Source: an optimization exercise on an open RTL-to-GDS flow (aim: small area). Production flows keep margins and buffers that such runs may drop.
Where RTL was checked, it was by simulation tests only, not by an equivalence proof against the original.
No activity file was given, so power comes from the tool's default toggle rates.

// i2c_ahb_bridge
module i2c_ahb_bridge (
    input  wire        clk_i,
    input  wire        rst_ni,
    input  wire        scl_i,
    input  wire        sda_i,
    output wire        sda_oe_o,
    output wire        sda_o,
    output wire        rw_flag_o,
    output wire        wr_vld_o,
    output wire [ 7:0] wr_data_o,
    output wire        rd_vld_o,
    output wire [ 7:0] rd_data_o,
    input  wire [31:0] HRDATA,
    input  wire        HREADYOUT,
    input  wire        HRESP,
    output wire [31:0] HWDATA,
    output wire [31:0] HADDR,
    output wire [25:0] HADDR_26b,
    output wire [ 2:0] HBURST,
    output wire [ 2:0] HSIZE,
    output wire        HWRITE,
    output wire [ 1:0] HTRANS,
    output wire        HMASTLOCK,
    output wire [ 3:0] HPROT,
    output wire        HREADY,
    output wire        HSEL
);
Size: about 170 I/O pins, ~18000 um^2 of cells after synthesis.
clock: 10.0 ns
lec_check: 0
cap_margin: 20
core_margin: 2
core_utilization: 40
slew_margin: 20
standard.sh (not shown) runs the stock make flow with config.mk's settings and CLKGATE_MAP_FILE= SYNTH_SCRIPT=/design/flow/synth_recipe.tcl, a recipe that flattens the netlist after the stock synthesis.
==> flow/flow/run.sh <==
#!/bin/bash
set -euo pipefail
export BUFFER_PORTS_ARGS="-buffer_cell sky130_fd_sc_hd__buf_1"
export CTS_ARGS="-sink_clustering_enable -sink_clustering_size 16 -sink_clustering_max_diameter 60 -repair_clock_nets -dont_use_dummy_load -buf_list sky130_fd_sc_hd__clkbuf_8"
bash standard.sh > flow.log 2>&1
The baseline finished clean.
Edit:
==> flow/run.sh (new file) <==
#!/bin/bash
# synth_recipe.tcl (not shown) runs the flow's synth.tcl, then flattens the netlist and writes it again
# the make line also repeats each setting of config.mk as NAME=value (left out here)
make -C /OpenROAD-flow-scripts/flow DESIGN_CONFIG=/design/flow/config.mk WORK_HOME=/design/flow/orfs CLKGATE_MAP_FILE= SYNTH_SCRIPT=/design/flow/synth_recipe.tcl finish
removed: flow/flow/run.sh
removed: flow/standard.sh
What happened:
- wire length is higher by a few percent
- area after synthesis is unchanged
- synthesized cell count is unchanged
- core utilization is higher by 4.5 points
- global-route usage is higher by 0.53 points
- power is higher by a quarter to a third
- combinational power is higher by about a fifth
- final cell count is higher by a few percent
- setup slack gets worse by 130 ps
- critical path depth is lower by 4
Edit:
==> flow/flow/run.sh (new file) <==
#!/bin/bash
set -euo pipefail
export BUFFER_PORTS_ARGS="-buffer_cell sky130_fd_sc_hd__buf_1"
export CTS_ARGS="-sink_clustering_enable -sink_clustering_size 30 -sink_clustering_max_diameter 80 -repair_clock_nets -dont_use_dummy_load -buf_list sky130_fd_sc_hd__clkbuf_16"
bash standard.sh > flow.log 2>&1
==> flow/standard.sh (new file) <==
#!/bin/bash
# synth_recipe.tcl (not shown) runs the flow's synth.tcl, then flattens the netlist and writes it again
# the make line also repeats each setting of config.mk as NAME=value (left out here)
make -C /OpenROAD-flow-scripts/flow DESIGN_CONFIG=/design/flow/config.mk WORK_HOME=/design/flow/orfs CLKGATE_MAP_FILE= SYNTH_SCRIPT=/design/flow/synth_recipe.tcl "${@:-finish}"
removed: flow/run.sh
Synthesized cell count is unchanged.
Non-clock buffer count falls by 1.
Die area stays the same.
Worst hold slack hardly moves.
Area after synthesis is unchanged.
Clock-buffer cell count falls by 45.
Edit:
==> flow/flow/run.sh (replaced) <==
#!/bin/bash
# Standard ORFS layout (the standard.sh, unchanged synthesis, floorplan,
# power grid and tap cells) with three changes to what the layout adds:
#  - ports are buffered with the smallest buffer, sky130_fd_sc_hd__buf_1;
#  - clock tree synthesis uses small clock buffers and no dummy loads.
# Each make step logs to orfs/logs/; the whole run also logs to flow.log.
set -euo pipefail
export BUFFER_PORTS_ARGS="-buffer_cell sky130_fd_sc_hd__buf_1"
export CTS_ARGS="-sink_clustering_enable -repair_clock_nets -dont_use_dummy_load -buf_list sky130_fd_sc_hd__clkbuf_4"
bash standard.sh > flow.log 2>&1
The changed run ran to the end with no violations.
Cell area goes up by 1.2%.
Setup slack is worse by 39 ps.
Register-to-register slack got worse by 40 ps.
Die area does not change.
Global-route usage went up by 0.50 points.
Sequential share of layout area came out lower by 0.69 points.
Clock-buffer cell count rose by 85.
Total power went up by 4.3%.
Clock power is higher by about 20%.
No functional check of the RTL was part of any run of this note.

---

i2c_ahb_bridge, a different RTL version from the one above (not shown whole).
Size: about 1,100 cells after synthesis, roughly 400 flip-flops, about 15,000 um2 of cells after synthesis.
clock: 10.0 ns
lec_check: 0
cap_margin: 0
core_margin: 2
core_utilization: 40
slew_margin: 0
==> flow/flow/run.sh <==
#!/bin/bash
# The standard layout (standard.sh) with these changes:
#  - synthesis is ORFS's (synth_recipe.tcl, same coarse synthesis, flip-flop
#    mapping, flattening and renaming, so the same registers), but its ABC step
#    uses the area-oriented script flow/abc_area.script and full adders are not
#    extracted (ADDER_MAP_FILE empty): only the combinational gates change;
#  - ports are buffered with sky130_fd_sc_hd__buf_1, the smallest buffer;
#  - clock tree synthesis clusters up to 16 flip-flops within 60 um under one
#    sky130_fd_sc_hd__clkbuf_8 and inserts no dummy loads.
# ORFS writes each step's log under orfs/logs/; make's output goes to
# synth.log and flow.log.
set -euo pipefail
here=$(pwd)
rm -rf "$here/synth_scripts"
cp -r "$FLOW_HOME/scripts" "$here/synth_scripts"
cp "$here/flow/abc_area.script" "$here/synth_scripts/abc_area.script"
bash standard.sh synth ABC_AREA=1 ADDER_MAP_FILE= SCRIPTS_DIR="$here/synth_scripts" > synth.log 2>&1
export BUFFER_PORTS_ARGS="-buffer_cell sky130_fd_sc_hd__buf_1"
export CTS_ARGS="-sink_clustering_enable -sink_clustering_size 16 -sink_clustering_max_diameter 60 -repair_clock_nets -dont_use_dummy_load -buf_list sky130_fd_sc_hd__clkbuf_8"
bash standard.sh > flow.log 2>&1
==> flow/flow/abc_area.script <==
strash
&get -n
&fraig -x
&put
scorr
dc2
strash
&get -n
&dch -f
&nf
&put
Edit:
--- a/flow/flow/run.sh
+++ b/flow/flow/run.sh
@@ -16,4 +16,5 @@
 cp "$here/flow/abc_area.script" "$here/synth_scripts/abc_area.script"
 bash standard.sh synth ABC_AREA=1 ADDER_MAP_FILE= SCRIPTS_DIR="$here/synth_scripts" > synth.log 2>&1
+export REMOVE_ABC_BUFFERS=1
 export BUFFER_PORTS_ARGS="-buffer_cell sky130_fd_sc_hd__buf_1"
 export CTS_ARGS="-sink_clustering_enable -sink_clustering_size 16 -sink_clustering_max_diameter 60 -repair_clock_nets -dont_use_dummy_load -buf_list sky130_fd_sc_hd__clkbuf_8"
- CAP_MARGIN: 0 -> 20
- GPL_TIMING_DRIVEN: default -> 0
- SLEW_MARGIN: 0 -> 20
Routed wire length shrinks by about 0.9%.
Count of clock-buffer cells in the layout is unchanged.
Via count hardly moves.
Worst setup slack improves by 0.37 ns.
Edit:
--- a/flow/flow/run.sh
+++ b/flow/flow/run.sh
@@ -16,5 +16,4 @@
 cp "$here/flow/abc_area.script" "$here/synth_scripts/abc_area.script"
 bash standard.sh synth ABC_AREA=1 ADDER_MAP_FILE= SCRIPTS_DIR="$here/synth_scripts" > synth.log 2>&1
-export REMOVE_ABC_BUFFERS=1
 export BUFFER_PORTS_ARGS="-buffer_cell sky130_fd_sc_hd__buf_1"
 export CTS_ARGS="-sink_clustering_enable -sink_clustering_size 16 -sink_clustering_max_diameter 60 -repair_clock_nets -dont_use_dummy_load -buf_list sky130_fd_sc_hd__clkbuf_8"
- GPL_TIMING_DRIVEN: 0 -> default
The new run produced a clean layout.
Cell count stays flat.
Clock-buffer cell count came out lower by 3.
Die area stays the same.
Fmax came out lower by 2.6%.
Utilization came out lower by 0.42 points.

==> afterwards: timing with drivers on the ports <==
The flow's constraints put no driver on any port. The routed layouts listed below were extracted and timed again, unchanged, in two steps. Step 1: set_driving_cell puts a clkbuf_16 on clk_i and a buf_2 on each other input, an assumption about the parent block. Step 2 adds t to the input delays and takes it off the output delays; t is the mean of the earliest and latest rising clock arrival at the registers after step 1. Input paths then give back, and output paths get back, about the clock's delay inside the block. Three values: no drivers, after step 1, after step 2; two values: the first two.
run	t (ns)	slack for setup (ns)	hold slack, ns	worst register clock-pin slew, ns	cell pins on the clock port's net
the first run of note 1	0.636	6.512 / 6.512 / 6.257	0.406 / 0.406 / 0.406	0.10 / 0.10	1
the second run of note 1	0.622	6.386 / 6.331 / 5.880	0.373 / 0.373 / 0.373	0.07 / 0.07	1
the third run of note 1	0.608	6.528 / 6.528 / 6.247	0.375 / 0.375 / 0.375	0.12 / 0.12	1
the fourth run of note 1	0.826	6.489 / 6.489 / 6.232	0.371 / 0.371 / 0.371	0.07 / 0.07	1
the first run of note 2	0.583	5.894 / 5.894 / 5.894	0.384 / 0.384 / 0.384	0.10 / 0.10	1
the second run of note 2	0.575	6.261 / 6.261 / 5.884	0.376 / 0.376 / 0.376	0.10 / 0.10	1
the third run of note 2	0.658	6.162 / 6.162 / 5.915	0.404 / 0.404 / 0.404	0.10 / 0.10	1
After both steps every run listed still meets setup and hold. For the second run of note 1, which loses most, drivers alone change the setup slack by -0.055 ns; drivers and shift together by -0.506 ns.
